Source: an optimization exercise on an open RTL-to-GDS flow (aim: small area and a short achievable clock period). Production flows keep margins and buffers that such runs may drop. Function was checked by simulation only, so behaviour that the tests miss may differ from the original.

==> design.v <==
module fa (input logic a, b, c, output logic s, co);
  assign s = a ^ b ^ c;
  assign co = (a & b) | (a & c) | (b & c);
endmodule
module ha (input logic a, b, output logic s, co);
  assign s = a ^ b;
  assign co = a & b;
endmodule
module multiplier (input logic [15:0] x, y, output logic [15:0] p);
  logic b1_1;
  logic b2_2;
  logic bn_3;
  logic xn4;
  logic xn5;
  logic xn6;
  logic xn7;
  logic xn8;
  logic xn9;
  logic xn10;
  logic xn11;
  logic xn12;
  logic xn13;
  logic xn14;
  logic xn15;
  logic xn16;
  logic xn17;
  logic xn18;
  logic xn19;
  logic xn20;
  logic pp21;
  logic pp22;
  logic pp23;
  logic pp24;
  logic pp25;
  logic pp26;
  logic pp27;
  logic pp28;
  logic pp29;
  logic pp30;
  logic pp31;
  logic pp32;
  logic pp33;
  logic pp34;
  logic pp35;
  logic pp36;
  logic pp37;
  logic pp38;
  logic b1_39;
  logic b2_40;
  logic bn_41;
  logic xn42;
  logic xn43;
  logic xn44;
  logic xn45;
  logic xn46;
  logic xn47;
  logic xn48;
  logic xn49;
  logic xn50;
  logic xn51;
  logic xn52;
  logic xn53;
  logic xn54;
  logic xn55;
  logic xn56;
  logic xn57;
  logic xn58;
  logic pp59;
  logic pp60;
  logic pp61;
  logic pp62;
  logic pp63;
  logic pp64;
  logic pp65;
  logic pp66;
  logic pp67;
  logic pp68;
  logic pp69;
  logic pp70;
  logic pp71;
  logic pp72;
  logic pp73;
  logic pp74;
  logic pp75;
  logic pp76;
  logic b1_77;
  logic b2_78;
  logic bn_79;
  logic xn80;
  logic xn81;
  logic xn82;
  logic xn83;
  logic xn84;
  logic xn85;
  logic xn86;
  logic xn87;
  logic xn88;
  logic xn89;
  logic xn90;
  logic xn91;
  logic xn92;
  logic xn93;
  logic xn94;
  logic xn95;
  logic xn96;
  logic pp97;
  logic pp98;
  logic pp99;
  logic pp100;
  logic pp101;
  logic pp102;
  logic pp103;
  logic pp104;
  logic pp105;
  logic pp106;
  logic pp107;
  logic pp108;
  logic pp109;
  logic pp110;
  logic pp111;
  logic pp112;
  logic pp113;
  logic pp114;
  logic b1_115;
  logic b2_116;
  logic bn_117;
  logic xn118;
  logic xn119;
  logic xn120;
  logic xn121;
  logic xn122;
  logic xn123;
  logic xn124;
  logic xn125;
  logic xn126;
  logic xn127;
  logic xn128;
  logic xn129;
  logic xn130;
  logic xn131;
  logic xn132;
  logic xn133;
  logic xn134;
  logic pp135;
  logic pp136;
  logic pp137;
  logic pp138;
  logic pp139;
  logic pp140;
  logic pp141;
  logic pp142;
  logic pp143;
  logic pp144;
  logic pp145;
  logic pp146;
  logic pp147;
  logic pp148;
  logic pp149;
  logic pp150;
  logic pp151;
  logic pp152;
  logic b1_153;
  logic b2_154;
  logic bn_155;
  logic xn156;
  logic xn157;
  logic xn158;
  logic xn159;
  logic xn160;
  logic xn161;
  logic xn162;
  logic xn163;
  logic xn164;
  logic xn165;
  logic xn166;
  logic xn167;
  logic xn168;
  logic xn169;
  logic xn170;
  logic xn171;
  logic xn172;
  logic pp173;
  logic pp174;
  logic pp175;
  logic pp176;
  logic pp177;
  logic pp178;
  logic pp179;
  logic pp180;
  logic pp181;
  logic pp182;
  logic pp183;
  logic pp184;
  logic pp185;
  logic pp186;
  logic pp187;
  logic pp188;
  logic pp189;
  logic pp190;
  logic b1_191;
  logic b2_192;
  logic bn_193;
  logic xn194;
  logic xn195;
  logic xn196;
  logic xn197;
  logic xn198;
  logic xn199;
  logic xn200;
  logic xn201;
  logic xn202;
  logic xn203;
  logic xn204;
  logic xn205;
  logic xn206;
  logic xn207;
  logic xn208;
  logic xn209;
  logic xn210;
  logic pp211;
  logic pp212;
  logic pp213;
  logic pp214;
  logic pp215;
  logic pp216;
  logic pp217;
  logic pp218;
  logic pp219;
  logic pp220;
  logic pp221;
  logic pp222;
  logic pp223;
  logic pp224;
  logic pp225;
  logic pp226;
  logic pp227;
  logic pp228;
  logic b1_229;
  logic b2_230;
  logic bn_231;
  logic xn232;
  logic xn233;
  logic xn234;
  logic xn235;
  logic xn236;
  logic xn237;
  logic xn238;
  logic xn239;
  logic xn240;
  logic xn241;
  logic xn242;
  logic xn243;
  logic xn244;
  logic xn245;
  logic xn246;
  logic xn247;
  logic xn248;
  logic pp249;
  logic pp250;
  logic pp251;
  logic pp252;
  logic pp253;
  logic pp254;
  logic pp255;
  logic pp256;
  logic pp257;
  logic pp258;
  logic pp259;
  logic pp260;
  logic pp261;
  logic pp262;
  logic pp263;
  logic pp264;
  logic pp265;
  logic pp266;
  logic b1_267;
  logic b2_268;
  logic bn_269;
  logic xn270;
  logic xn271;
  logic xn272;
  logic xn273;
  logic xn274;
  logic xn275;
  logic xn276;
  logic xn277;
  logic xn278;
  logic xn279;
  logic xn280;
  logic xn281;
  logic xn282;
  logic xn283;
  logic xn284;
  logic xn285;
  logic xn286;
  logic pp287;
  logic pp288;
  logic pp289;
  logic pp290;
  logic pp291;
  logic pp292;
  logic pp293;
  logic pp294;
  logic pp295;
  logic pp296;
  logic pp297;
  logic pp298;
  logic pp299;
  logic pp300;
  logic pp301;
  logic pp302;
  logic pp303;
  logic pp304;
  logic pp305;
  logic pp306;
  logic pp307;
  logic pp308;
  logic pp309;
  logic pp310;
  logic pp311;
  logic pp312;
  logic pp313;
  logic pp314;
  logic pp315;
  logic pp316;
  logic pp317;
  logic pp318;
  logic pp319;
  logic pp320;
  logic s321;
  logic c322;
  logic s323;
  logic c324;
  logic s325;
  logic c326;
  logic s327;
  logic c328;
  logic s329;
  logic c330;
  logic s331;
  logic c332;
  logic s333;
  logic c334;
  logic s335;
  logic c336;
  logic s337;
  logic c338;
  logic s339;
  logic c340;
  logic s341;
  logic c342;
  logic s343;
  logic c344;
  logic s345;
  logic c346;
  logic s347;
  logic c348;
  logic s349;
  logic c350;
  logic s351;
  logic c352;
  logic s353;
  logic c354;
  logic s355;
  logic c356;
  logic s357;
  logic c358;
  logic s359;
  logic c360;
  logic s361;
  logic c362;
  logic s363;
  logic c364;
  logic s365;
  logic c366;
  logic s367;
  logic c368;
  logic s369;
  logic c370;
  logic s371;
  logic c372;
  logic s373;
  logic c374;
  logic s375;
  logic c376;
  logic s377;
  logic c378;
  logic s379;
  logic c380;
  logic s381;
  logic c382;
  logic s383;
  logic c384;
  logic s385;
  logic c386;
  logic s387;
  logic c388;
  logic s389;
  logic c390;
  logic s391;
  logic c392;
  logic s393;
  logic c394;
  logic s395;
  logic c396;
  logic s397;
  logic c398;
  logic s399;
  logic c400;
  logic s401;
  logic c402;
  logic s403;
  logic c404;
  logic s405;
  logic c406;
  logic s407;
  logic c408;
  logic s409;
  logic c410;
  logic s411;
  logic c412;
  logic s413;
  logic c414;
  logic s415;
  logic c416;
  logic s417;
  logic c418;
  logic s419;
  logic c420;
  logic s421;
  logic c422;
  logic s423;
  logic c424;
  logic s425;
  logic c426;
  logic s427;
  logic c428;
  logic s429;
  logic c430;
  logic s431;
  logic c432;
  logic s433;
  logic c434;
  logic s435;
  logic c436;
  logic s437;
  logic c438;
  logic s439;
  logic c440;
  logic s441;
  logic c442;
  logic s443;
  logic c444;
  logic s445;
  logic c446;
  logic s447;
  logic c448;
  logic s449;
  logic c450;
  logic s451;
  logic c452;
  logic s453;
  logic c454;
  logic s455;
  logic c456;
  logic s457;
  logic c458;
  logic s459;
  logic c460;
  logic s461;
  logic c462;
  logic s463;
  logic c464;
  logic s465;
  logic c466;
  logic s467;
  logic c468;
  logic s469;
  logic c470;
  logic s471;
  logic c472;
  logic s473;
  logic c474;
  logic s475;
  logic c476;
  logic s477;
  logic c478;
  logic s479;
  logic c480;
  logic s481;
  logic c482;
  logic s483;
  logic c484;
  logic s485;
  logic c486;
  logic s487;
  logic c488;
  logic s489;
  logic c490;
  logic s491;
  logic c492;
  logic s493;
  logic c494;
  logic s495;
  logic c496;
  logic s497;
  logic c498;
  logic s499;
  logic c500;
  logic s501;
  logic c502;
  logic s503;
  logic c504;
  logic s505;
  logic c506;
  logic s507;
  logic c508;
  logic s509;
  logic c510;
  logic s511;
  logic c512;
  logic s513;
  logic c514;
  logic s515;
  logic c516;
  logic s517;
  logic c518;
  logic s519;
  logic c520;
  logic s521;
  logic c522;
  logic s523;
  logic c524;
  logic s525;
  logic c526;
  logic s527;
  logic c528;
  logic s529;
  logic c530;
  logic s531;
  logic c532;
  logic s533;
  logic c534;
  logic s535;
  logic c536;
  logic s537;
  logic c538;
  logic s539;
  logic c540;
  logic s541;
  logic c542;
  logic s543;
  logic c544;
  logic s545;
  logic c546;
  logic s547;
  logic c548;
  logic s549;
  logic c550;
  logic s551;
  logic c552;
  logic s553;
  logic c554;
  logic s555;
  logic c556;
  logic s557;
  logic c558;
  logic s559;
  logic c560;
  logic s561;
  logic c562;
  logic s563;
  logic c564;
  logic s565;
  logic c566;
  logic s567;
  logic c568;
  logic s569;
  logic c570;
  logic s571;
  logic c572;
  logic s573;
  logic c574;
  logic s575;
  logic c576;
  logic s577;
  logic c578;
  logic s579;
  logic c580;
  logic s581;
  logic c582;
  logic s583;
  logic c584;
  assign b1_1 = y[0] ^ 1'b0;
  assign b2_2 = (y[1] & ~y[0] & ~1'b0) | (~y[1] & y[0] & 1'b0);
  assign bn_3 = y[1] & ~(y[0] & 1'b0);
  assign xn4 = x[0] ^ bn_3;
  assign xn5 = x[1] ^ bn_3;
  assign xn6 = x[2] ^ bn_3;
  assign xn7 = x[3] ^ bn_3;
  assign xn8 = x[4] ^ bn_3;
  assign xn9 = x[5] ^ bn_3;
  assign xn10 = x[6] ^ bn_3;
  assign xn11 = x[7] ^ bn_3;
  assign xn12 = x[8] ^ bn_3;
  assign xn13 = x[9] ^ bn_3;
  assign xn14 = x[10] ^ bn_3;
  assign xn15 = x[11] ^ bn_3;
  assign xn16 = x[12] ^ bn_3;
  assign xn17 = x[13] ^ bn_3;
  assign xn18 = x[14] ^ bn_3;
  assign xn19 = x[15] ^ bn_3;
  assign xn20 = 1'b0 ^ bn_3;
  assign pp21 = (b1_1 & xn4) | (b2_2 & bn_3);
  assign pp22 = (b1_1 & xn5) | (b2_2 & xn4);
  assign pp23 = (b1_1 & xn6) | (b2_2 & xn5);
  assign pp24 = (b1_1 & xn7) | (b2_2 & xn6);
  assign pp25 = (b1_1 & xn8) | (b2_2 & xn7);
  assign pp26 = (b1_1 & xn9) | (b2_2 & xn8);
  assign pp27 = (b1_1 & xn10) | (b2_2 & xn9);
  assign pp28 = (b1_1 & xn11) | (b2_2 & xn10);
  assign pp29 = (b1_1 & xn12) | (b2_2 & xn11);
  assign pp30 = (b1_1 & xn13) | (b2_2 & xn12);
  assign pp31 = (b1_1 & xn14) | (b2_2 & xn13);
  assign pp32 = (b1_1 & xn15) | (b2_2 & xn14);
  assign pp33 = (b1_1 & xn16) | (b2_2 & xn15);
  assign pp34 = (b1_1 & xn17) | (b2_2 & xn16);
  assign pp35 = (b1_1 & xn18) | (b2_2 & xn17);
  assign pp36 = (b1_1 & xn19) | (b2_2 & xn18);
  assign pp37 = (b1_1 & xn20) | (b2_2 & xn19);
  assign pp38 = ~bn_3;
  assign b1_39 = y[2] ^ y[1];
  assign b2_40 = (y[3] & ~y[2] & ~y[1]) | (~y[3] & y[2] & y[1]);
  assign bn_41 = y[3] & ~(y[2] & y[1]);
  assign xn42 = x[0] ^ bn_41;
  assign xn43 = x[1] ^ bn_41;
  assign xn44 = x[2] ^ bn_41;
  assign xn45 = x[3] ^ bn_41;
  assign xn46 = x[4] ^ bn_41;
  assign xn47 = x[5] ^ bn_41;
  assign xn48 = x[6] ^ bn_41;
  assign xn49 = x[7] ^ bn_41;
  assign xn50 = x[8] ^ bn_41;
  assign xn51 = x[9] ^ bn_41;
  assign xn52 = x[10] ^ bn_41;
  assign xn53 = x[11] ^ bn_41;
  assign xn54 = x[12] ^ bn_41;
  assign xn55 = x[13] ^ bn_41;
  assign xn56 = x[14] ^ bn_41;
  assign xn57 = x[15] ^ bn_41;
  assign xn58 = 1'b0 ^ bn_41;
  assign pp59 = (b1_39 & xn42) | (b2_40 & bn_41);
  assign pp60 = (b1_39 & xn43) | (b2_40 & xn42);
  assign pp61 = (b1_39 & xn44) | (b2_40 & xn43);
  assign pp62 = (b1_39 & xn45) | (b2_40 & xn44);
  assign pp63 = (b1_39 & xn46) | (b2_40 & xn45);
  assign pp64 = (b1_39 & xn47) | (b2_40 & xn46);
  assign pp65 = (b1_39 & xn48) | (b2_40 & xn47);
  assign pp66 = (b1_39 & xn49) | (b2_40 & xn48);
  assign pp67 = (b1_39 & xn50) | (b2_40 & xn49);
  assign pp68 = (b1_39 & xn51) | (b2_40 & xn50);
  assign pp69 = (b1_39 & xn52) | (b2_40 & xn51);
  assign pp70 = (b1_39 & xn53) | (b2_40 & xn52);
  assign pp71 = (b1_39 & xn54) | (b2_40 & xn53);
  assign pp72 = (b1_39 & xn55) | (b2_40 & xn54);
  assign pp73 = (b1_39 & xn56) | (b2_40 & xn55);
  assign pp74 = (b1_39 & xn57) | (b2_40 & xn56);
  assign pp75 = (b1_39 & xn58) | (b2_40 & xn57);
  assign pp76 = ~bn_41;
  assign b1_77 = y[4] ^ y[3];
  assign b2_78 = (y[5] & ~y[4] & ~y[3]) | (~y[5] & y[4] & y[3]);
  assign bn_79 = y[5] & ~(y[4] & y[3]);
  assign xn80 = x[0] ^ bn_79;
  assign xn81 = x[1] ^ bn_79;
  assign xn82 = x[2] ^ bn_79;
  assign xn83 = x[3] ^ bn_79;
  assign xn84 = x[4] ^ bn_79;
  assign xn85 = x[5] ^ bn_79;
  assign xn86 = x[6] ^ bn_79;
  assign xn87 = x[7] ^ bn_79;
  assign xn88 = x[8] ^ bn_79;
  assign xn89 = x[9] ^ bn_79;
  assign xn90 = x[10] ^ bn_79;
  assign xn91 = x[11] ^ bn_79;
  assign xn92 = x[12] ^ bn_79;
  assign xn93 = x[13] ^ bn_79;
  assign xn94 = x[14] ^ bn_79;
  assign xn95 = x[15] ^ bn_79;
  assign xn96 = 1'b0 ^ bn_79;
  assign pp97 = (b1_77 & xn80) | (b2_78 & bn_79);
  assign pp98 = (b1_77 & xn81) | (b2_78 & xn80);
  assign pp99 = (b1_77 & xn82) | (b2_78 & xn81);
  assign pp100 = (b1_77 & xn83) | (b2_78 & xn82);
  assign pp101 = (b1_77 & xn84) | (b2_78 & xn83);
  assign pp102 = (b1_77 & xn85) | (b2_78 & xn84);
  assign pp103 = (b1_77 & xn86) | (b2_78 & xn85);
  assign pp104 = (b1_77 & xn87) | (b2_78 & xn86);
  assign pp105 = (b1_77 & xn88) | (b2_78 & xn87);
  assign pp106 = (b1_77 & xn89) | (b2_78 & xn88);
  assign pp107 = (b1_77 & xn90) | (b2_78 & xn89);
  assign pp108 = (b1_77 & xn91) | (b2_78 & xn90);
  assign pp109 = (b1_77 & xn92) | (b2_78 & xn91);
  assign pp110 = (b1_77 & xn93) | (b2_78 & xn92);
  assign pp111 = (b1_77 & xn94) | (b2_78 & xn93);
  assign pp112 = (b1_77 & xn95) | (b2_78 & xn94);
  assign pp113 = (b1_77 & xn96) | (b2_78 & xn95);
  assign pp114 = ~bn_79;
  assign b1_115 = y[6] ^ y[5];
  assign b2_116 = (y[7] & ~y[6] & ~y[5]) | (~y[7] & y[6] & y[5]);
  assign bn_117 = y[7] & ~(y[6] & y[5]);
  assign xn118 = x[0] ^ bn_117;
  assign xn119 = x[1] ^ bn_117;
  assign xn120 = x[2] ^ bn_117;
  assign xn121 = x[3] ^ bn_117;
  assign xn122 = x[4] ^ bn_117;
  assign xn123 = x[5] ^ bn_117;
  assign xn124 = x[6] ^ bn_117;
  assign xn125 = x[7] ^ bn_117;
  assign xn126 = x[8] ^ bn_117;
  assign xn127 = x[9] ^ bn_117;
  assign xn128 = x[10] ^ bn_117;
  assign xn129 = x[11] ^ bn_117;
  assign xn130 = x[12] ^ bn_117;
  assign xn131 = x[13] ^ bn_117;
  assign xn132 = x[14] ^ bn_117;
  assign xn133 = x[15] ^ bn_117;
  assign xn134 = 1'b0 ^ bn_117;
  assign pp135 = (b1_115 & xn118) | (b2_116 & bn_117);
  assign pp136 = (b1_115 & xn119) | (b2_116 & xn118);
  assign pp137 = (b1_115 & xn120) | (b2_116 & xn119);
  assign pp138 = (b1_115 & xn121) | (b2_116 & xn120);
  assign pp139 = (b1_115 & xn122) | (b2_116 & xn121);
  assign pp140 = (b1_115 & xn123) | (b2_116 & xn122);
  assign pp141 = (b1_115 & xn124) | (b2_116 & xn123);
  assign pp142 = (b1_115 & xn125) | (b2_116 & xn124);
  assign pp143 = (b1_115 & xn126) | (b2_116 & xn125);
  assign pp144 = (b1_115 & xn127) | (b2_116 & xn126);
  assign pp145 = (b1_115 & xn128) | (b2_116 & xn127);
  assign pp146 = (b1_115 & xn129) | (b2_116 & xn128);
  assign pp147 = (b1_115 & xn130) | (b2_116 & xn129);
  assign pp148 = (b1_115 & xn131) | (b2_116 & xn130);
  assign pp149 = (b1_115 & xn132) | (b2_116 & xn131);
  assign pp150 = (b1_115 & xn133) | (b2_116 & xn132);
  assign pp151 = (b1_115 & xn134) | (b2_116 & xn133);
  assign pp152 = ~bn_117;
  assign b1_153 = y[8] ^ y[7];
  assign b2_154 = (y[9] & ~y[8] & ~y[7]) | (~y[9] & y[8] & y[7]);
  assign bn_155 = y[9] & ~(y[8] & y[7]);
  assign xn156 = x[0] ^ bn_155;
  assign xn157 = x[1] ^ bn_155;
  assign xn158 = x[2] ^ bn_155;
  assign xn159 = x[3] ^ bn_155;
  assign xn160 = x[4] ^ bn_155;
  assign xn161 = x[5] ^ bn_155;
  assign xn162 = x[6] ^ bn_155;
  assign xn163 = x[7] ^ bn_155;
  assign xn164 = x[8] ^ bn_155;
  assign xn165 = x[9] ^ bn_155;
  assign xn166 = x[10] ^ bn_155;
  assign xn167 = x[11] ^ bn_155;
  assign xn168 = x[12] ^ bn_155;
  assign xn169 = x[13] ^ bn_155;
  assign xn170 = x[14] ^ bn_155;
  assign xn171 = x[15] ^ bn_155;
  assign xn172 = 1'b0 ^ bn_155;
  assign pp173 = (b1_153 & xn156) | (b2_154 & bn_155);
  assign pp174 = (b1_153 & xn157) | (b2_154 & xn156);
  assign pp175 = (b1_153 & xn158) | (b2_154 & xn157);
  assign pp176 = (b1_153 & xn159) | (b2_154 & xn158);
  assign pp177 = (b1_153 & xn160) | (b2_154 & xn159);
  assign pp178 = (b1_153 & xn161) | (b2_154 & xn160);
  assign pp179 = (b1_153 & xn162) | (b2_154 & xn161);
  assign pp180 = (b1_153 & xn163) | (b2_154 & xn162);
  assign pp181 = (b1_153 & xn164) | (b2_154 & xn163);
  assign pp182 = (b1_153 & xn165) | (b2_154 & xn164);
  assign pp183 = (b1_153 & xn166) | (b2_154 & xn165);
  assign pp184 = (b1_153 & xn167) | (b2_154 & xn166);
  assign pp185 = (b1_153 & xn168) | (b2_154 & xn167);
  assign pp186 = (b1_153 & xn169) | (b2_154 & xn168);
  assign pp187 = (b1_153 & xn170) | (b2_154 & xn169);
  assign pp188 = (b1_153 & xn171) | (b2_154 & xn170);
  assign pp189 = (b1_153 & xn172) | (b2_154 & xn171);
  assign pp190 = ~bn_155;
  assign b1_191 = y[10] ^ y[9];
  assign b2_192 = (y[11] & ~y[10] & ~y[9]) | (~y[11] & y[10] & y[9]);
  assign bn_193 = y[11] & ~(y[10] & y[9]);
  assign xn194 = x[0] ^ bn_193;
  assign xn195 = x[1] ^ bn_193;
  assign xn196 = x[2] ^ bn_193;
  assign xn197 = x[3] ^ bn_193;
  assign xn198 = x[4] ^ bn_193;
  assign xn199 = x[5] ^ bn_193;
  assign xn200 = x[6] ^ bn_193;
  assign xn201 = x[7] ^ bn_193;
  assign xn202 = x[8] ^ bn_193;
  assign xn203 = x[9] ^ bn_193;
  assign xn204 = x[10] ^ bn_193;
  assign xn205 = x[11] ^ bn_193;
  assign xn206 = x[12] ^ bn_193;
  assign xn207 = x[13] ^ bn_193;
  assign xn208 = x[14] ^ bn_193;
  assign xn209 = x[15] ^ bn_193;
  assign xn210 = 1'b0 ^ bn_193;
  assign pp211 = (b1_191 & xn194) | (b2_192 & bn_193);
  assign pp212 = (b1_191 & xn195) | (b2_192 & xn194);
  assign pp213 = (b1_191 & xn196) | (b2_192 & xn195);
  assign pp214 = (b1_191 & xn197) | (b2_192 & xn196);
  assign pp215 = (b1_191 & xn198) | (b2_192 & xn197);
  assign pp216 = (b1_191 & xn199) | (b2_192 & xn198);
  assign pp217 = (b1_191 & xn200) | (b2_192 & xn199);
  assign pp218 = (b1_191 & xn201) | (b2_192 & xn200);
  assign pp219 = (b1_191 & xn202) | (b2_192 & xn201);
  assign pp220 = (b1_191 & xn203) | (b2_192 & xn202);
  assign pp221 = (b1_191 & xn204) | (b2_192 & xn203);
  assign pp222 = (b1_191 & xn205) | (b2_192 & xn204);
  assign pp223 = (b1_191 & xn206) | (b2_192 & xn205);
  assign pp224 = (b1_191 & xn207) | (b2_192 & xn206);
  assign pp225 = (b1_191 & xn208) | (b2_192 & xn207);
  assign pp226 = (b1_191 & xn209) | (b2_192 & xn208);
  assign pp227 = (b1_191 & xn210) | (b2_192 & xn209);
  assign pp228 = ~bn_193;
  assign b1_229 = y[12] ^ y[11];
  assign b2_230 = (y[13] & ~y[12] & ~y[11]) | (~y[13] & y[12] & y[11]);
  assign bn_231 = y[13] & ~(y[12] & y[11]);
  assign xn232 = x[0] ^ bn_231;
  assign xn233 = x[1] ^ bn_231;
  assign xn234 = x[2] ^ bn_231;
  assign xn235 = x[3] ^ bn_231;
  assign xn236 = x[4] ^ bn_231;
  assign xn237 = x[5] ^ bn_231;
  assign xn238 = x[6] ^ bn_231;
  assign xn239 = x[7] ^ bn_231;
  assign xn240 = x[8] ^ bn_231;
  assign xn241 = x[9] ^ bn_231;
  assign xn242 = x[10] ^ bn_231;
  assign xn243 = x[11] ^ bn_231;
  assign xn244 = x[12] ^ bn_231;
  assign xn245 = x[13] ^ bn_231;
  assign xn246 = x[14] ^ bn_231;
  assign xn247 = x[15] ^ bn_231;
  assign xn248 = 1'b0 ^ bn_231;
  assign pp249 = (b1_229 & xn232) | (b2_230 & bn_231);
  assign pp250 = (b1_229 & xn233) | (b2_230 & xn232);
  assign pp251 = (b1_229 & xn234) | (b2_230 & xn233);
  assign pp252 = (b1_229 & xn235) | (b2_230 & xn234);
  assign pp253 = (b1_229 & xn236) | (b2_230 & xn235);
  assign pp254 = (b1_229 & xn237) | (b2_230 & xn236);
  assign pp255 = (b1_229 & xn238) | (b2_230 & xn237);
  assign pp256 = (b1_229 & xn239) | (b2_230 & xn238);
  assign pp257 = (b1_229 & xn240) | (b2_230 & xn239);
  assign pp258 = (b1_229 & xn241) | (b2_230 & xn240);
  assign pp259 = (b1_229 & xn242) | (b2_230 & xn241);
  assign pp260 = (b1_229 & xn243) | (b2_230 & xn242);
  assign pp261 = (b1_229 & xn244) | (b2_230 & xn243);
  assign pp262 = (b1_229 & xn245) | (b2_230 & xn244);
  assign pp263 = (b1_229 & xn246) | (b2_230 & xn245);
  assign pp264 = (b1_229 & xn247) | (b2_230 & xn246);
  assign pp265 = (b1_229 & xn248) | (b2_230 & xn247);
  assign pp266 = ~bn_231;
  assign b1_267 = y[14] ^ y[13];
  assign b2_268 = (y[15] & ~y[14] & ~y[13]) | (~y[15] & y[14] & y[13]);
  assign bn_269 = y[15] & ~(y[14] & y[13]);
  assign xn270 = x[0] ^ bn_269;
  assign xn271 = x[1] ^ bn_269;
  assign xn272 = x[2] ^ bn_269;
  assign xn273 = x[3] ^ bn_269;
  assign xn274 = x[4] ^ bn_269;
  assign xn275 = x[5] ^ bn_269;
  assign xn276 = x[6] ^ bn_269;
  assign xn277 = x[7] ^ bn_269;
  assign xn278 = x[8] ^ bn_269;
  assign xn279 = x[9] ^ bn_269;
  assign xn280 = x[10] ^ bn_269;
  assign xn281 = x[11] ^ bn_269;
  assign xn282 = x[12] ^ bn_269;
  assign xn283 = x[13] ^ bn_269;
  assign xn284 = x[14] ^ bn_269;
  assign xn285 = x[15] ^ bn_269;
  assign xn286 = 1'b0 ^ bn_269;
  assign pp287 = (b1_267 & xn270) | (b2_268 & bn_269);
  assign pp288 = (b1_267 & xn271) | (b2_268 & xn270);
  assign pp289 = (b1_267 & xn272) | (b2_268 & xn271);
  assign pp290 = (b1_267 & xn273) | (b2_268 & xn272);
  assign pp291 = (b1_267 & xn274) | (b2_268 & xn273);
  assign pp292 = (b1_267 & xn275) | (b2_268 & xn274);
  assign pp293 = (b1_267 & xn276) | (b2_268 & xn275);
  assign pp294 = (b1_267 & xn277) | (b2_268 & xn276);
  assign pp295 = (b1_267 & xn278) | (b2_268 & xn277);
  assign pp296 = (b1_267 & xn279) | (b2_268 & xn278);
  assign pp297 = (b1_267 & xn280) | (b2_268 & xn279);
  assign pp298 = (b1_267 & xn281) | (b2_268 & xn280);
  assign pp299 = (b1_267 & xn282) | (b2_268 & xn281);
  assign pp300 = (b1_267 & xn283) | (b2_268 & xn282);
  assign pp301 = (b1_267 & xn284) | (b2_268 & xn283);
  assign pp302 = (b1_267 & xn285) | (b2_268 & xn284);
  assign pp303 = (b1_267 & xn286) | (b2_268 & xn285);
  assign pp304 = ~bn_269;
  assign pp305 = x[0] & y[15];
  assign pp306 = x[1] & y[15];
  assign pp307 = x[2] & y[15];
  assign pp308 = x[3] & y[15];
  assign pp309 = x[4] & y[15];
  assign pp310 = x[5] & y[15];
  assign pp311 = x[6] & y[15];
  assign pp312 = x[7] & y[15];
  assign pp313 = x[8] & y[15];
  assign pp314 = x[9] & y[15];
  assign pp315 = x[10] & y[15];
  assign pp316 = x[11] & y[15];
  assign pp317 = x[12] & y[15];
  assign pp318 = x[13] & y[15];
  assign pp319 = x[14] & y[15];
  assign pp320 = x[15] & y[15];
  ha us321 (.a(bn_193), .b(pp103), .s(s321), .co(c322));
  ha us323 (.a(pp104), .b(pp140), .s(s323), .co(c324));
  fa us325 (.a(bn_231), .b(pp105), .c(pp141), .s(s325), .co(c326));
  ha us327 (.a(pp177), .b(pp213), .s(s327), .co(c328));
  fa us329 (.a(pp106), .b(pp142), .c(pp178), .s(s329), .co(c330));
  ha us331 (.a(pp214), .b(pp250), .s(s331), .co(c332));
  fa us333 (.a(bn_269), .b(pp107), .c(pp143), .s(s333), .co(c334));
  fa us335 (.a(pp179), .b(pp215), .c(pp251), .s(s335), .co(c336));
  ha us337 (.a(pp287), .b(pp35), .s(s337), .co(c338));
  fa us339 (.a(pp108), .b(pp144), .c(pp180), .s(s339), .co(c340));
  fa us341 (.a(pp216), .b(pp252), .c(pp288), .s(s341), .co(c342));
  ha us343 (.a(pp36), .b(pp72), .s(s343), .co(c344));
  fa us345 (.a(pp305), .b(pp109), .c(pp145), .s(s345), .co(c346));
  fa us347 (.a(pp181), .b(pp217), .c(pp253), .s(s347), .co(c348));
  fa us349 (.a(pp289), .b(pp37), .c(pp73), .s(s349), .co(c350));
  fa us351 (.a(pp306), .b(bn_3), .c(pp110), .s(s351), .co(c352));
  fa us353 (.a(pp146), .b(pp182), .c(pp218), .s(s353), .co(c354));
  fa us355 (.a(pp254), .b(pp290), .c(pp74), .s(s355), .co(c356));
  fa us357 (.a(pp307), .b(bn_3), .c(pp111), .s(s357), .co(c358));
  fa us359 (.a(pp147), .b(pp183), .c(pp219), .s(s359), .co(c360));
  fa us361 (.a(pp255), .b(pp291), .c(pp75), .s(s361), .co(c362));
  fa us363 (.a(pp308), .b(pp38), .c(pp76), .s(s363), .co(c364));
  fa us365 (.a(pp112), .b(pp148), .c(pp184), .s(s365), .co(c366));
  fa us367 (.a(pp220), .b(pp256), .c(pp292), .s(s367), .co(c368));
  assign s369 = ~(pp309 ^ pp113);
  assign c370 = pp309 | pp113;
  fa us371 (.a(pp149), .b(pp185), .c(pp221), .s(s371), .co(c372));
  ha us373 (.a(pp257), .b(pp293), .s(s373), .co(c374));
  fa us375 (.a(pp310), .b(pp114), .c(pp150), .s(s375), .co(c376));
  fa us377 (.a(pp186), .b(pp222), .c(pp258), .s(s377), .co(c378));
  assign s379 = ~(pp311 ^ pp151);
  assign c380 = pp311 | pp151;
  ha us381 (.a(pp187), .b(pp223), .s(s381), .co(c382));
  fa us383 (.a(pp312), .b(pp152), .c(pp188), .s(s383), .co(c384));
  assign s385 = ~pp313;
  assign c386 = pp313;
  ha us387 (.a(bn_117), .b(pp135), .s(s387), .co(c388));
  ha us389 (.a(pp100), .b(pp136), .s(s389), .co(c390));
  fa us391 (.a(bn_155), .b(pp101), .c(pp137), .s(s391), .co(c392));
  ha us393 (.a(pp173), .b(pp29), .s(s393), .co(c394));
  fa us395 (.a(pp102), .b(pp138), .c(pp174), .s(s395), .co(c396));
  ha us397 (.a(pp30), .b(pp66), .s(s397), .co(c398));
  fa us399 (.a(pp139), .b(pp175), .c(pp211), .s(s399), .co(c400));
  fa us401 (.a(pp31), .b(pp67), .c(s321), .s(s401), .co(c402));
  fa us403 (.a(pp176), .b(pp212), .c(pp32), .s(s403), .co(c404));
  fa us405 (.a(pp68), .b(c322), .c(s323), .s(s405), .co(c406));
  fa us407 (.a(pp249), .b(pp33), .c(pp69), .s(s407), .co(c408));
  fa us409 (.a(c324), .b(s327), .c(s325), .s(s409), .co(c410));
  fa us411 (.a(pp34), .b(pp70), .c(c328), .s(s411), .co(c412));
  fa us413 (.a(s331), .b(c326), .c(s329), .s(s413), .co(c414));
  fa us415 (.a(pp71), .b(c332), .c(s337), .s(s415), .co(c416));
  fa us417 (.a(c330), .b(s333), .c(s335), .s(s417), .co(c418));
  fa us419 (.a(c338), .b(s343), .c(c334), .s(s419), .co(c420));
  fa us421 (.a(c336), .b(s339), .c(s341), .s(s421), .co(c422));
  fa us423 (.a(c344), .b(c340), .c(c342), .s(s423), .co(c424));
  fa us425 (.a(s345), .b(s347), .c(s349), .s(s425), .co(c426));
  fa us427 (.a(c346), .b(c348), .c(c350), .s(s427), .co(c428));
  fa us429 (.a(s351), .b(s353), .c(s355), .s(s429), .co(c430));
  fa us431 (.a(c352), .b(c354), .c(c356), .s(s431), .co(c432));
  fa us433 (.a(s357), .b(s359), .c(s361), .s(s433), .co(c434));
  fa us435 (.a(s363), .b(c358), .c(c360), .s(s435), .co(c436));
  fa us437 (.a(c362), .b(s365), .c(s367), .s(s437), .co(c438));
  fa us439 (.a(c364), .b(s373), .c(c366), .s(s439), .co(c440));
  fa us441 (.a(c368), .b(s369), .c(s371), .s(s441), .co(c442));
  fa us443 (.a(pp294), .b(c374), .c(c370), .s(s443), .co(c444));
  fa us445 (.a(c372), .b(s375), .c(s377), .s(s445), .co(c446));
  fa us447 (.a(pp259), .b(pp295), .c(s381), .s(s447), .co(c448));
  fa us449 (.a(c376), .b(c378), .c(s379), .s(s449), .co(c450));
  fa us451 (.a(pp224), .b(pp260), .c(pp296), .s(s451), .co(c452));
  fa us453 (.a(c382), .b(c380), .c(s383), .s(s453), .co(c454));
  fa us455 (.a(s385), .b(pp189), .c(pp225), .s(s455), .co(c456));
  fa us457 (.a(pp261), .b(pp297), .c(c384), .s(s457), .co(c458));
  fa us459 (.a(pp314), .b(pp190), .c(c386), .s(s459), .co(c460));
  fa us461 (.a(pp226), .b(pp262), .c(pp298), .s(s461), .co(c462));
  assign s463 = ~(pp315 ^ pp227);
  assign c464 = pp315 | pp227;
  ha us465 (.a(pp263), .b(pp299), .s(s465), .co(c466));
  fa us467 (.a(pp316), .b(pp228), .c(pp264), .s(s467), .co(c468));
  assign s469 = ~pp317;
  assign c470 = pp317;
  ha us471 (.a(bn_79), .b(pp25), .s(s471), .co(c472));
  ha us473 (.a(pp26), .b(pp62), .s(s473), .co(c474));
  fa us475 (.a(pp27), .b(pp63), .c(pp99), .s(s475), .co(c476));
  fa us477 (.a(pp28), .b(pp64), .c(c388), .s(s477), .co(c478));
  fa us479 (.a(pp65), .b(c390), .c(s393), .s(s479), .co(c480));
  fa us481 (.a(c394), .b(s397), .c(c392), .s(s481), .co(c482));
  fa us483 (.a(c398), .b(c396), .c(s399), .s(s483), .co(c484));
  fa us485 (.a(c400), .b(s403), .c(c402), .s(s485), .co(c486));
  fa us487 (.a(c404), .b(s407), .c(c406), .s(s487), .co(c488));
  fa us489 (.a(c408), .b(s411), .c(c410), .s(s489), .co(c490));
  fa us491 (.a(c412), .b(s415), .c(c414), .s(s491), .co(c492));
  fa us493 (.a(c416), .b(c418), .c(s419), .s(s493), .co(c494));
  fa us495 (.a(c420), .b(c422), .c(s423), .s(s495), .co(c496));
  fa us497 (.a(c424), .b(c426), .c(s427), .s(s497), .co(c498));
  fa us499 (.a(c428), .b(c430), .c(s431), .s(s499), .co(c500));
  fa us501 (.a(c432), .b(c434), .c(s435), .s(s501), .co(c502));
  fa us503 (.a(c436), .b(c438), .c(s439), .s(s503), .co(c504));
  fa us505 (.a(c440), .b(c442), .c(s443), .s(s505), .co(c506));
  fa us507 (.a(s447), .b(c444), .c(c446), .s(s507), .co(c508));
  fa us509 (.a(s451), .b(c448), .c(c450), .s(s509), .co(c510));
  fa us511 (.a(c452), .b(s455), .c(c454), .s(s511), .co(c512));
  fa us513 (.a(s459), .b(c456), .c(s461), .s(s513), .co(c514));
  fa us515 (.a(c460), .b(s465), .c(c462), .s(s515), .co(c516));
  fa us517 (.a(pp300), .b(c466), .c(c464), .s(s517), .co(c518));
  fa us519 (.a(s469), .b(pp265), .c(pp301), .s(s519), .co(c520));
  fa us521 (.a(pp318), .b(pp266), .c(c470), .s(s521), .co(c522));
  assign s523 = ~pp319;
  assign c524 = pp319;
  ha us525 (.a(bn_41), .b(pp23), .s(s525), .co(c526));
  ha us527 (.a(pp24), .b(pp60), .s(s527), .co(c528));
  fa us529 (.a(pp61), .b(pp97), .c(s471), .s(s529), .co(c530));
  fa us531 (.a(pp98), .b(c472), .c(s473), .s(s531), .co(c532));
  fa us533 (.a(c474), .b(s387), .c(s475), .s(s533), .co(c534));
  fa us535 (.a(s389), .b(c476), .c(s477), .s(s535), .co(c536));
  fa us537 (.a(s391), .b(c478), .c(s479), .s(s537), .co(c538));
  fa us539 (.a(s395), .b(c480), .c(s481), .s(s539), .co(c540));
  fa us541 (.a(s401), .b(c482), .c(s483), .s(s541), .co(c542));
  fa us543 (.a(s405), .b(c484), .c(s485), .s(s543), .co(c544));
  fa us545 (.a(s409), .b(c486), .c(s487), .s(s545), .co(c546));
  fa us547 (.a(s413), .b(c488), .c(s489), .s(s547), .co(c548));
  fa us549 (.a(s417), .b(c490), .c(s491), .s(s549), .co(c550));
  fa us551 (.a(s421), .b(c492), .c(s493), .s(s551), .co(c552));
  fa us553 (.a(s425), .b(c494), .c(s495), .s(s553), .co(c554));
  fa us555 (.a(s429), .b(c496), .c(s497), .s(s555), .co(c556));
  fa us557 (.a(s433), .b(c498), .c(s499), .s(s557), .co(c558));
  fa us559 (.a(s437), .b(c500), .c(s501), .s(s559), .co(c560));
  fa us561 (.a(s441), .b(c502), .c(s503), .s(s561), .co(c562));
  fa us563 (.a(s445), .b(c504), .c(s505), .s(s563), .co(c564));
  fa us565 (.a(s449), .b(c506), .c(s507), .s(s565), .co(c566));
  fa us567 (.a(s453), .b(c508), .c(s509), .s(s567), .co(c568));
  fa us569 (.a(s457), .b(c510), .c(s511), .s(s569), .co(c570));
  fa us571 (.a(c458), .b(s513), .c(c512), .s(s571), .co(c572));
  fa us573 (.a(s463), .b(c514), .c(s515), .s(s573), .co(c574));
  fa us575 (.a(s467), .b(c516), .c(s517), .s(s575), .co(c576));
  fa us577 (.a(c468), .b(s519), .c(c518), .s(s577), .co(c578));
  fa us579 (.a(pp302), .b(s521), .c(c520), .s(s579), .co(c580));
  fa us581 (.a(s523), .b(pp303), .c(c522), .s(s581), .co(c582));
  fa us583 (.a(pp320), .b(pp304), .c(c524), .s(s583), .co(c584));
  logic [31:0] ra, rb, sum;
  assign ra = {s583, s581, s579, s577, c574, s573, c570, c568, c566, c564, c562, c560, c558, c556, c554, c552, c550, c548, c546, c544, c542, c540, c538, c536, c534, c532, c530, c528, c526, pp59, pp22, bn_3};
  assign rb = {c582, c580, c578, c576, s575, c572, s571, s569, s567, s565, s563, s561, s559, s557, s555, s553, s551, s549, s547, s545, s543, s541, s539, s537, s535, s533, s531, s529, s527, s525, 1'b0, pp21};
  logic [31:0] g0, p0;
  assign g0 = ra & rb;
  assign p0 = ra ^ rb;
  logic gg1_1, pp1_1;
  assign gg1_1 = g0[1] | (p0[1] & g0[0]);
  assign pp1_1 = p0[1] & p0[0];
  logic gg1_3, pp1_3;
  assign gg1_3 = g0[3] | (p0[3] & g0[2]);
  assign pp1_3 = p0[3] & p0[2];
  logic gg1_5, pp1_5;
  assign gg1_5 = g0[5] | (p0[5] & g0[4]);
  assign pp1_5 = p0[5] & p0[4];
  logic gg1_7, pp1_7;
  assign gg1_7 = g0[7] | (p0[7] & g0[6]);
  assign pp1_7 = p0[7] & p0[6];
  logic gg1_9, pp1_9;
  assign gg1_9 = g0[9] | (p0[9] & g0[8]);
  assign pp1_9 = p0[9] & p0[8];
  logic gg1_11, pp1_11;
  assign gg1_11 = g0[11] | (p0[11] & g0[10]);
  assign pp1_11 = p0[11] & p0[10];
  logic gg1_13, pp1_13;
  assign gg1_13 = g0[13] | (p0[13] & g0[12]);
  assign pp1_13 = p0[13] & p0[12];
  logic gg1_15, pp1_15;
  assign gg1_15 = g0[15] | (p0[15] & g0[14]);
  assign pp1_15 = p0[15] & p0[14];
  logic gg1_17, pp1_17;
  assign gg1_17 = g0[17] | (p0[17] & g0[16]);
  assign pp1_17 = p0[17] & p0[16];
  logic gg1_19, pp1_19;
  assign gg1_19 = g0[19] | (p0[19] & g0[18]);
  assign pp1_19 = p0[19] & p0[18];
  logic gg1_21, pp1_21;
  assign gg1_21 = g0[21] | (p0[21] & g0[20]);
  assign pp1_21 = p0[21] & p0[20];
  logic gg1_23, pp1_23;
  assign gg1_23 = g0[23] | (p0[23] & g0[22]);
  assign pp1_23 = p0[23] & p0[22];
  logic gg1_25, pp1_25;
  assign gg1_25 = g0[25] | (p0[25] & g0[24]);
  assign pp1_25 = p0[25] & p0[24];
  logic gg1_27, pp1_27;
  assign gg1_27 = g0[27] | (p0[27] & g0[26]);
  assign pp1_27 = p0[27] & p0[26];
  logic gg1_29, pp1_29;
  assign gg1_29 = g0[29] | (p0[29] & g0[28]);
  assign pp1_29 = p0[29] & p0[28];
  logic gg1_31, pp1_31;
  assign gg1_31 = g0[31] | (p0[31] & g0[30]);
  assign pp1_31 = p0[31] & p0[30];
  logic gg2_3, pp2_3;
  assign gg2_3 = gg1_3 | (pp1_3 & gg1_1);
  assign pp2_3 = pp1_3 & pp1_1;
  logic gg2_7, pp2_7;
  assign gg2_7 = gg1_7 | (pp1_7 & gg1_5);
  assign pp2_7 = pp1_7 & pp1_5;
  logic gg2_11, pp2_11;
  assign gg2_11 = gg1_11 | (pp1_11 & gg1_9);
  assign pp2_11 = pp1_11 & pp1_9;
  logic gg2_15, pp2_15;
  assign gg2_15 = gg1_15 | (pp1_15 & gg1_13);
  assign pp2_15 = pp1_15 & pp1_13;
  logic gg2_19, pp2_19;
  assign gg2_19 = gg1_19 | (pp1_19 & gg1_17);
  assign pp2_19 = pp1_19 & pp1_17;
  logic gg2_23, pp2_23;
  assign gg2_23 = gg1_23 | (pp1_23 & gg1_21);
  assign pp2_23 = pp1_23 & pp1_21;
  logic gg2_27, pp2_27;
  assign gg2_27 = gg1_27 | (pp1_27 & gg1_25);
  assign pp2_27 = pp1_27 & pp1_25;
  logic gg2_31, pp2_31;
  assign gg2_31 = gg1_31 | (pp1_31 & gg1_29);
  assign pp2_31 = pp1_31 & pp1_29;
  logic gg3_7, pp3_7;
  assign gg3_7 = gg2_7 | (pp2_7 & gg2_3);
  assign pp3_7 = pp2_7 & pp2_3;
  logic gg3_15, pp3_15;
  assign gg3_15 = gg2_15 | (pp2_15 & gg2_11);
  assign pp3_15 = pp2_15 & pp2_11;
  logic gg3_23, pp3_23;
  assign gg3_23 = gg2_23 | (pp2_23 & gg2_19);
  assign pp3_23 = pp2_23 & pp2_19;
  logic gg3_31, pp3_31;
  assign gg3_31 = gg2_31 | (pp2_31 & gg2_27);
  assign pp3_31 = pp2_31 & pp2_27;
  logic gg4_15, pp4_15;
  assign gg4_15 = gg3_15 | (pp3_15 & gg3_7);
  assign pp4_15 = pp3_15 & pp3_7;
  logic gg4_31, pp4_31;
  assign gg4_31 = gg3_31 | (pp3_31 & gg3_23);
  assign pp4_31 = pp3_31 & pp3_23;
  logic gg5_31, pp5_31;
  assign gg5_31 = gg4_31 | (pp4_31 & gg4_15);
  assign pp5_31 = pp4_31 & pp4_15;
  logic gg7_23, pp7_23;
  assign gg7_23 = gg3_23 | (pp3_23 & gg4_15);
  assign pp7_23 = pp3_23 & pp4_15;
  logic gg8_11, pp8_11;
  assign gg8_11 = gg2_11 | (pp2_11 & gg3_7);
  assign pp8_11 = pp2_11 & pp3_7;
  logic gg8_19, pp8_19;
  assign gg8_19 = gg2_19 | (pp2_19 & gg4_15);
  assign pp8_19 = pp2_19 & pp4_15;
  logic gg8_27, pp8_27;
  assign gg8_27 = gg2_27 | (pp2_27 & gg7_23);
  assign pp8_27 = pp2_27 & pp7_23;
  logic gg9_5, pp9_5;
  assign gg9_5 = gg1_5 | (pp1_5 & gg2_3);
  assign pp9_5 = pp1_5 & pp2_3;
  logic gg9_9, pp9_9;
  assign gg9_9 = gg1_9 | (pp1_9 & gg3_7);
  assign pp9_9 = pp1_9 & pp3_7;
  logic gg9_13, pp9_13;
  assign gg9_13 = gg1_13 | (pp1_13 & gg8_11);
  assign pp9_13 = pp1_13 & pp8_11;
  logic gg9_17, pp9_17;
  assign gg9_17 = gg1_17 | (pp1_17 & gg4_15);
  assign pp9_17 = pp1_17 & pp4_15;
  logic gg9_21, pp9_21;
  assign gg9_21 = gg1_21 | (pp1_21 & gg8_19);
  assign pp9_21 = pp1_21 & pp8_19;
  logic gg9_25, pp9_25;
  assign gg9_25 = gg1_25 | (pp1_25 & gg7_23);
  assign pp9_25 = pp1_25 & pp7_23;
  logic gg9_29, pp9_29;
  assign gg9_29 = gg1_29 | (pp1_29 & gg8_27);
  assign pp9_29 = pp1_29 & pp8_27;
  logic gg10_2, pp10_2;
  assign gg10_2 = g0[2] | (p0[2] & gg1_1);
  assign pp10_2 = p0[2] & pp1_1;
  logic gg10_4, pp10_4;
  assign gg10_4 = g0[4] | (p0[4] & gg2_3);
  assign pp10_4 = p0[4] & pp2_3;
  logic gg10_6, pp10_6;
  assign gg10_6 = g0[6] | (p0[6] & gg9_5);
  assign pp10_6 = p0[6] & pp9_5;
  logic gg10_8, pp10_8;
  assign gg10_8 = g0[8] | (p0[8] & gg3_7);
  assign pp10_8 = p0[8] & pp3_7;
  logic gg10_10, pp10_10;
  assign gg10_10 = g0[10] | (p0[10] & gg9_9);
  assign pp10_10 = p0[10] & pp9_9;
  logic gg10_12, pp10_12;
  assign gg10_12 = g0[12] | (p0[12] & gg8_11);
  assign pp10_12 = p0[12] & pp8_11;
  logic gg10_14, pp10_14;
  assign gg10_14 = g0[14] | (p0[14] & gg9_13);
  assign pp10_14 = p0[14] & pp9_13;
  logic gg10_16, pp10_16;
  assign gg10_16 = g0[16] | (p0[16] & gg4_15);
  assign pp10_16 = p0[16] & pp4_15;
  logic gg10_18, pp10_18;
  assign gg10_18 = g0[18] | (p0[18] & gg9_17);
  assign pp10_18 = p0[18] & pp9_17;
  logic gg10_20, pp10_20;
  assign gg10_20 = g0[20] | (p0[20] & gg8_19);
  assign pp10_20 = p0[20] & pp8_19;
  logic gg10_22, pp10_22;
  assign gg10_22 = g0[22] | (p0[22] & gg9_21);
  assign pp10_22 = p0[22] & pp9_21;
  logic gg10_24, pp10_24;
  assign gg10_24 = g0[24] | (p0[24] & gg7_23);
  assign pp10_24 = p0[24] & pp7_23;
  logic gg10_26, pp10_26;
  assign gg10_26 = g0[26] | (p0[26] & gg9_25);
  assign pp10_26 = p0[26] & pp9_25;
  logic gg10_28, pp10_28;
  assign gg10_28 = g0[28] | (p0[28] & gg8_27);
  assign pp10_28 = p0[28] & pp8_27;
  logic gg10_30, pp10_30;
  assign gg10_30 = g0[30] | (p0[30] & gg9_29);
  assign pp10_30 = p0[30] & pp9_29;
  assign sum[0] = p0[0];
  assign sum[31:1] = p0[31:1] ^ {gg10_30, gg9_29, gg10_28, gg8_27, gg10_26, gg9_25, gg10_24, gg7_23, gg10_22, gg9_21, gg10_20, gg8_19, gg10_18, gg9_17, gg10_16, gg4_15, gg10_14, gg9_13, gg10_12, gg8_11, gg10_10, gg9_9, gg10_8, gg3_7, gg10_6, gg9_5, gg10_4, gg2_3, gg10_2, gg1_1, g0[0]};
  assign p = sum[30:15];
endmodule
module divider (input logic [15:0] N,D,IA0,IA1,IA2,IA3,
                input logic clk, reset, kSave, nSave, dSave, kNextSel,
                input logic [1:0] muxSelB,
                output logic [15:0] quotient, remainder);
  logic [15:0] n, d, k, left, right, p;
  logic s0, s1, s2, s3, sk;
  assign s0 = ~reset & kNextSel & (D[14:13] == 2'd0);
  assign s1 = ~reset & kNextSel & (D[14:13] == 2'd1);
  assign s2 = ~reset & kNextSel & (D[14:13] == 2'd2);
  assign s3 = ~reset & kNextSel & (D[14:13] == 2'd3);
  assign sk = ~reset & ~kNextSel;
  assign left = ({16{s0}} & IA0) | ({16{s1}} & IA1) | ({16{s2}} & IA2) | ({16{s3}} & IA3)
              | ({16{sk}} & k);
  always_comb
    case (muxSelB)
      2'd0: right = N;
      2'd1: right = D;
      2'd2: right = n;
      default: right = d;
    endcase
  multiplier mult(.x(left), .y(right), .p(p));
  always_ff @(posedge clk) begin
    if (nSave | reset) n <= p;
    if (dSave | reset) d <= p;
    if (kSave | reset) k <= ~(p | {16{reset}});
    if (nSave | reset) quotient <= n & {16{~reset}};
  end
  assign remainder = 16'b0;
endmodule
==> flow/run.sh <==
#!/bin/bash
# Own layout flow: the standard flow (standard.sh) with these changes:
#  - synthesis keeps the full-adder and half-adder modules (fa, ha) as their own modules so
#    each becomes one sky130 fa/ha cell, and extracts adders only inside them (not in the rest
#    of the logic, e.g. the final carry-lookahead adder); the netlist is then flattened and
#    renamed exactly as the standard synthesis script does;
#  - the remaining logic is mapped with flow/abc.script (area-oriented &nf mapping);
#  - port buffers are small buf cells instead of the default delay-buffer cell;
#  - timing repair aims for extra setup margin (SETUP_SLACK_MARGIN).
set -euo pipefail
W=$PWD
export SYNTH_KEEP_MODULES="fa ha"
export BUFFER_PORTS_ARGS="-buffer_cell sky130_fd_sc_hd__buf_1"
export ABC_AREA=1
export SETUP_SLACK_MARGIN=8.7
sed 's#^  extract_fa {\*}\[dont_use_extract_fa_args\]$#  extract_fa {*}[dont_use_extract_fa_args] fa ha#' \
  "$FLOW_HOME/scripts/synth.tcl" > "$W/synth_mod.tcl"
grep -q 'extract_fa {\*}\[dont_use_extract_fa_args\] fa ha' "$W/synth_mod.tcl"
# abc: our own mapping script (flow/abc.script) in place of ORFS's
sed -i 's#^  log_cmd abc {\*}\$abc_args$#  set abc_args [lreplace $abc_args 1 1 $::env(OWN_ABC_SCRIPT)]\n&#' "$W/synth_mod.tcl"
grep -q 'OWN_ABC_SCRIPT' "$W/synth_mod.tcl"
export OWN_ABC_SCRIPT="$W/flow/abc.script"
sed "s#\$::env(SCRIPTS_DIR)/synth.tcl#$W/synth_mod.tcl#" "$W/synth_recipe.tcl" > "$W/own_synth.tcl"
grep -q "source $W/synth_mod.tcl" "$W/own_synth.tcl"
sed "s#SYNTH_SCRIPT=[^ ]*#SYNTH_SCRIPT=$W/own_synth.tcl#" "$W/standard.sh" > "$W/own_standard.sh"
grep -q "SYNTH_SCRIPT=$W/own_synth.tcl" "$W/own_standard.sh"
bash "$W/own_standard.sh" > "$W/standard_flow.log" 2>&1
==> flow/abc.script <==
strash
&get -n
&dch -f
&nf -R 1000
&put
topo
stime -c
buffer -c
upsize -c
dnsize -c
==> standard.sh <==
#!/bin/bash
# synth_recipe.tcl (not shown) runs the flow's synth.tcl, then flattens the netlist and writes it again
# the make line also repeats each setting of config.mk as NAME=value (left out here)
make -C /OpenROAD-flow-scripts/flow DESIGN_CONFIG=/design/flow/config.mk WORK_HOME=/design/flow/orfs CLKGATE_MAP_FILE= SYNTH_SCRIPT=/design/flow/synth_recipe.tcl "${@:-finish}"
==> config.mk <==
export PLATFORM = sky130hd
export DESIGN_NAME = divider
export DESIGN_NICKNAME = divider
export VERILOG_FILES = /design/flow/design.v
export SDC_FILE = /design/flow/constraint.sdc
export NUM_CORES = 4
export LEC_CHECK = 0
export CAP_MARGIN = 20
export CORE_MARGIN = 2
export CORE_UTILIZATION = 40
export CTS_BUF_LIST = sky130_fd_sc_hd__clkbuf_8
export SLEW_MARGIN = 20
==> constraint.sdc <==
create_clock -name core_clock -period 18.0 [get_ports {clk}]
set_input_delay 3.6000 -clock core_clock [delete_from_list [all_inputs] [get_ports {clk}]]
set_output_delay 3.6000 -clock core_clock [all_outputs]
set_load 0.01 [all_outputs]
==> results of run 1 <==
==> registers in the layout, summed over array words and instances (netlist names) <==
name and count:
d 16, k 16, n 16, quotient 16
==> Yosys stat by module (local to each module, per instance) <==
module | area, µm² | cells inside | flops+latches | copies in the design
divider | 6271 | 743 | 64 | 1
fa | 20.02 | 1 | 0 | 108
ha | 12.51 | 1 | 0 | 17
==> final timing paths <==
path	endpoint	start	slack, ps	cells after the start
hold reg to reg	quotient[9]	n[9]	570	1
hold / removal	quotient[9]	n[9]	570	1
setup reg to reg	k[14]	n[5]	11740	24
setup / recovery	k[14]	muxSelB[0]	8670	26
==> cell families (layout without fill, tap and decap cells) <==
group | after synthesis | after routing | share of synthesized area
AOI/OAI and AO/OA | 253 | 254 | 0.1994
buffers and inverters | 78 | 279 | 0.04226
xor gates and xnor gates | 158 | 158 | 0.1601
DFF | 64 | 64 | 0.2223
other | 1 | 16 | 0.0004337
adders and majority gates | 128 | 128 | 0.2781
and+or+nand+nor | 186 | 189 | 0.09740
==> routing by layer <==
metal	GRT usage	part of all wire
met4	0.07523	0.031
met2	0.4284	0.48
met5	0	0
met3	0.04277	0.086
met1	0.3487	0.40
==> stage by stage <==
stage,std cells
floorplan,883
global placement,1218
detailed placement,1218
CTS,1311
global route,1363
finish,1363
==> what timing repair did <==
| action | 4_1_cts | 5_1_grt |
|---|---|---|
| gates resized for setup | 97 | 120 |
| setup endpoints to repair | 48 | 24 |
| gates cloned | 3 | 3 |
| pin swaps | 54 | 61 |
| setup buffers | 77 | 49 |
==> final cells by class <==
cell class	count	area, µm²
fillers	1802	9130
multi-input cells	745	7722
flip-flops and latches	64	1922
repair buffers	255	1774
well taps	275	344.1
clock buffers	9	123.9
inverters	11	56.30
clock inverters	4	15.01
==> layout by cell type, fill, tap and decap left out, drive strengths merged, types with 3 or more instances in the layout <==
master and count:
buf 253, xnor2 148, o22ai 136, fa 108
nand2 79, edfxtp 64, nor2 59, a222oi 30
o21ai 29, a21oi 24, nor2b 19, a22oi 18
ha 17, conb 16, inv 11, clkbuf 10
xor2 10, nand2b 8, nand3 7, clkinv 4
or2 4, a22o 3, a21o 3, nor3 3
maj3 3
==> reports/qor.txt, run 1 <==
status: complete, no violations
num rows: 53
Post-synth top cells: xnor2_1, o22ai_1, fa_1, nand2_1, edfxtp_1
async set-reset flop share out of synthesis: 0
Final TNS setup: 0 ps
port buffer count: 119
dpl ws: 6805 ps
CP top delay family: adder cells
Max clock buf depth: 2
Initial DRC Count: 738
cell repeated most along the worst path: buf_12
count leader, synth: xnor2_1
CTS Sinks: 64
Worst setup EP type: flip-flop
Tcrit/Tclk final: 0.5186
GP Congestion: 0.8791
Post-DP Area: 9498 µm²
# IOs: 136
worst rel slew slack: 0.4657
# diodes: 0
Synth area leader: fa_1
register area share after synthesis: 0.2223
critical path type: primary input to flip-flop
CTS Hold Bufs: 0
WL/cell: 22.79 µm
Max Fclk: 107.1 MHz
Syn-to-layout area delta: 38.31%
GRT Residual Overflow: 0
total wire length: 31060 µm
H-tree levels: 3
DRT Pass-1 Iters: 7
via-per-instance ratio: 5.991
hold crit path type: flip-flop to flip-flop
DR DRC count: 0
Synth Register Bits: 64
worst-margin pin slew: 801.4 ps
largest net degree at the start of global routing: 33
minimum clock period: 9335 ps
Synth Warn #: 1
Final Max Tran Viols: 0
Post-Synthesis Cells: 868
average cell area after synthesis: 9.961 µm²
MaxCap Viol Count: 0
initial antenna violation count: 0
fin area: 11960 µm²
worst-skew pair later-pin latency: 340 ps
slowest cell delay on critical path: 560 ps
first-pass GRT wire length: 43680 µm
cts bufs inserted: 9
CTS tree: done
Setup Skew: 6.041 ps
RSZ-0062 raised after global routing: true
Main synth FF type: edfxtp_1
Root Buffer: clkbuf_8
final hold slack: 569.5 ps
Fin. Hold Viols: 0
global-route usage over all layers: 0.2579
estimated wirelength of the detail-placed design: 21390 µm
Starting Density: 0.4100
number of global-route vias before repair: 7855
layout cell share with drive strength beyond 1: 0.3162
Post-synth EDFFs: 64
Distinct cells, synth: 53
final setup margin: 8665 ps
Synth area leaders: fa_1, edfxtp_1, xnor2_1
CP Buf/Inv Count: 4
CP max stage cell: fa_1
final cell utilization of the core: 0.5670
Worst Setup Start Kind: primary input
Mapped Area: 8646 µm²
Reg clk slew, reported paths: 70 ps
post-synth top area share: 0.2501
critical path peak fanout: 7
setup violators final: 0
Final nets: 1315
core region area: 21090 µm²
die area: 22810 µm²
DR vias: 8166
CP arrival: 9420 ps
Critical Path RT: 18090 ps
ANT nets after route: 0
die width: 151.0 µm
die height: 151.0 µm
==> run 2: changes to the inputs <==
==> flow/abc.script (replaced) <==
strash
dch
map -B 0.9
topo
stime -c
==> reports/qor.txt, run 2 <==
average cell area after synthesis: 8.566 µm² (-14%)
Worst setup startpoint: muxSelB[0]
first-pass GRT wire length: 45930 µm (+5.1%)
MaxCap Viol Count: 0 (unchanged)
CTS tree: done
Post-synth EDFFs: 64 (unchanged)
Final TNS setup: 0 ps (unchanged)
Max Fclk: 111.8 MHz (+4.4%)
via-per-instance ratio: 5.589 (-6.7%)
worst-skew pair later-pin latency: 350 ps (about the same)
GP Congestion: 0.9067 (+3.1%)
hold crit path type: flip-flop to flip-flop
ANT nets after route: 0 (unchanged)
Worst setup EP type: flip-flop
Root Buffer: clkbuf_8
Final nets: 1471 (+12%)
DR vias: 8535 (+4.5%)
largest net degree at the start of global routing: 39 (+18%)
die width: 153.5 µm (+1.6%)
Worst Setup Start Kind: primary input
total wire length: 29650 µm (-4.5%)
die height: 153.5 µm (+1.6%)
Tcrit/Tclk final: 0.4968 (-0.02176)
worst-margin pin slew: 811.6 ps (+10.20 ps)
minimum clock period: 8943 ps (-391.6 ps)
num rows: 54 (+1.9%)
port buffer count: 119 (unchanged)
Synth area leaders: fa_1, edfxtp_1, xor2_1
global-route usage over all layers: 0.2488 (-0.009134)
Post-synth top cells: nand2_1, clkinv_1, o22ai_1, xor2_1, nor2_1
core region area: 21890 µm² (+3.8%)
Mapped Area: 8935 µm² (+3.3%)
count leader, synth: nand2_1
CTS Sinks: 64 (unchanged)
final cell utilization of the core: 0.4977 (-0.06939)
DR DRC count: 0 (unchanged)
number of global-route vias before repair: 8407 (+7.0%)
GRT Residual Overflow: 0 (unchanged)
Max clock buf depth: 2 (unchanged)
most common cell after layout, fill and taps aside: nand2_1
die area: 23550 µm² (+3.3%)
# diodes: 0 (unchanged)
Setup Skew: 11.44 ps (+5.403 ps)
setup violators final: 0 (unchanged)
critical path type: primary input to flip-flop
post-synth top area share: 0.2420 (-0.008089)
status: complete, no violations
Syn-to-layout area delta: 21.93%
CTS Hold Bufs: 0 (unchanged)
worst rel slew slack: 0.4590 (-0.006797)
async set-reset flop share out of synthesis: 0 (unchanged)
Synth Warn #: 1 (unchanged)
critical path peak fanout: 12 (+5)
flop-to-flop setup slack: 12340 ps (+600 ps)
Fin. Hold Viols: 0 (unchanged)
slowest cell delay on critical path: 540 ps (-20 ps)
most frequent cells in the layout: nand2_1, o22ai_1, xor2_1
Distinct cells, synth: 27 (-49%)
cts bufs inserted: 9 (unchanged)
initial antenna violation count: 0 (unchanged)
Worst R2R Start: n[5]
Reg clk slew, reported paths: 70 ps (about the same)
cell repeated most along the worst path: nand2_1
WL/cell: 19.42 µm (-15%)
Critical Path RT: 18100 ps (about the same)
Main synth FF type: edfxtp_1
DRT Pass-1 Iters: 5 (-2)
Synth area leader: fa_1
RSZ-0062 raised after global routing: false
estimated wirelength of the detail-placed design: 22250 µm (+4.0%)
Starting Density: 0.4082 (-0.001841)
Synth Register Bits: 64 (unchanged)
Final Max Tran Viols: 0 (unchanged)
Initial DRC Count: 748 (+1.4%)
layout cell share with drive strength beyond 1: 0.1419 (-0.1742)
hold_sp: n[10]
fillers: 2111 (+17%)
# IOs: 136 (unchanged)
CP arrival: 9040 ps (-380 ps)
CP max stage cell: fa_1
Post-Synthesis Cells: 1043 (+20%)
H-tree levels: 3 (unchanged)
register area share after synthesis: 0.2151 (-0.007191)
==> run 2: changes by cell type after synthesis, sizes merged, moves of 11 or more <==
cell    change
xnor2     -133
a21oi      -12
nor2b      -18
nand3      +29
a222oi     -30
nor2       +63
clkinv    +129
a22oi      -18
nand2      +97
clkbuf     -44
o22ai      -12
xor2      +114
nor4       +12
inv        -11
==> run 2: cell type report <==
cell class	count	area (µm²)	share of cell area
Sequential cell	64	1922	0.1764
Multi-Input combinational cell	849	6766	0.6211
Clock buffer	9	123.9	0.01137
Inverter	129	551.8	0.05065
Clock inverter	7	56.30	0.005168
Tap cell	280	350.3	0.03216
Timing Repair Buffer	189	1124	0.1031
==> run 2: routing by layer <==
metal  up-vias  GRT usage  wire (µm)
met4         0    0.06640        713
met1      4116     0.3372      12400
met3        59    0.03204       2123
met5         -          0          0
li1       3955          -          -
met2       405     0.4222      14420
==> run 2: worst max-delay path, delay by kind of cell <==
kind	cells	cell delay, ps
adder cells (fa/ha/maj)	4	1880
AND/OR/NAND/NOR	16	1790
buffers and inverters	7	970
AO/OA/AOI/OAI	4	780
==> run 2: final timing paths <==
kind	cells past startpoint	to
setup / recovery	31	k[15]
hold / removal	2	quotient[10]
setup reg to reg	25	k[4]
hold reg to reg	2	quotient[10]
==> run 2: stage by stage <==
| step | hold slack (ps) | setup slack, ps | cells | cell area [µm²] |
|---|---|---|---|---|
| 2_1_floorplan | 546.0 | 8700 | 1058 | 9034 |
| 3_3_place_gp | 570.2 | 7242 | 1460 | 9891 |
| 3_5_place_dp | 574.4 | 7009 | 1461 | 9902 |
| 4_1_cts | 591.4 | 8701 | 1503 | 10460 |
| 5_1_grt | 630.7 | 8688 | 1527 | 10890 |
| 6_report | 586.4 | 9057 | 1527 | 10890 |
==> run 2: what timing repair did <==
| item | 4_1_cts | 5_1_grt |
|---|---|---|
| pin swaps | 6 | 4 |
| gates cloned | 0 | 1 |
| gates resized for setup | 52 | 53 |
| setup buffers | 26 | 23 |
| endpoints found under the setup margin | 48 | 46 |
==> run 2: Yosys stat by module, one instance, submodules excluded <==
| module | cells | flip-flops and latches | area [µm²] |
|---|---|---|---|
| fa | 1 | 0 | 20.02 |
| ha | 1 | 0 | 12.51 |
| divider | 918 | 64 | 6560 |
==> run 2: cell families (layout without fill, tap and decap cells) <==
| logic type | count (synthesis) | count (layout) | synth area share |
|---|---|---|---|
| compound gates | 211 | 211 | 0.1525 |
| xor+xnor | 139 | 139 | 0.1363 |
| fa+ha+maj | 125 | 125 | 0.2658 |
| buf+inv | 145 | 334 | 0.06764 |
| flops | 64 | 64 | 0.2151 |
| other cells | 1 | 16 | 0.0004197 |
| simple gates | 358 | 358 | 0.1623 |

==> afterwards: timing with drivers on the ports <==
How much do the figures lean on ideal ports? The routed layouts below were timed once more, with nothing changed but the port constraints.
Step 1, drivers: a clkbuf_16 drives clk and a buf_2 each remaining input, both assumed.
Step 2 times the ports against the registers' clock, not the clock port: input delays grow and output delays shrink by t, the midpoint of the rising clock arrivals with the driver on.
Slacks: ideal ports / drivers / drivers and shift; pairs: ideal ports / drivers.
run | t (ns) | slack for setup (ns) | worst register clock-pin slew, ns
run 1 | 0.367 | 8.665 / 8.651 / 8.284 | 0.07 / 0.07
run 2 | 0.370 | 9.057 / 9.061 / 8.691 | 0.07 / 0.07
After both steps setup and hold are still met in every run listed. For run 1, which loses most, drivers alone change the setup slack by -0.014 ns; drivers and shift together by -0.381 ns.
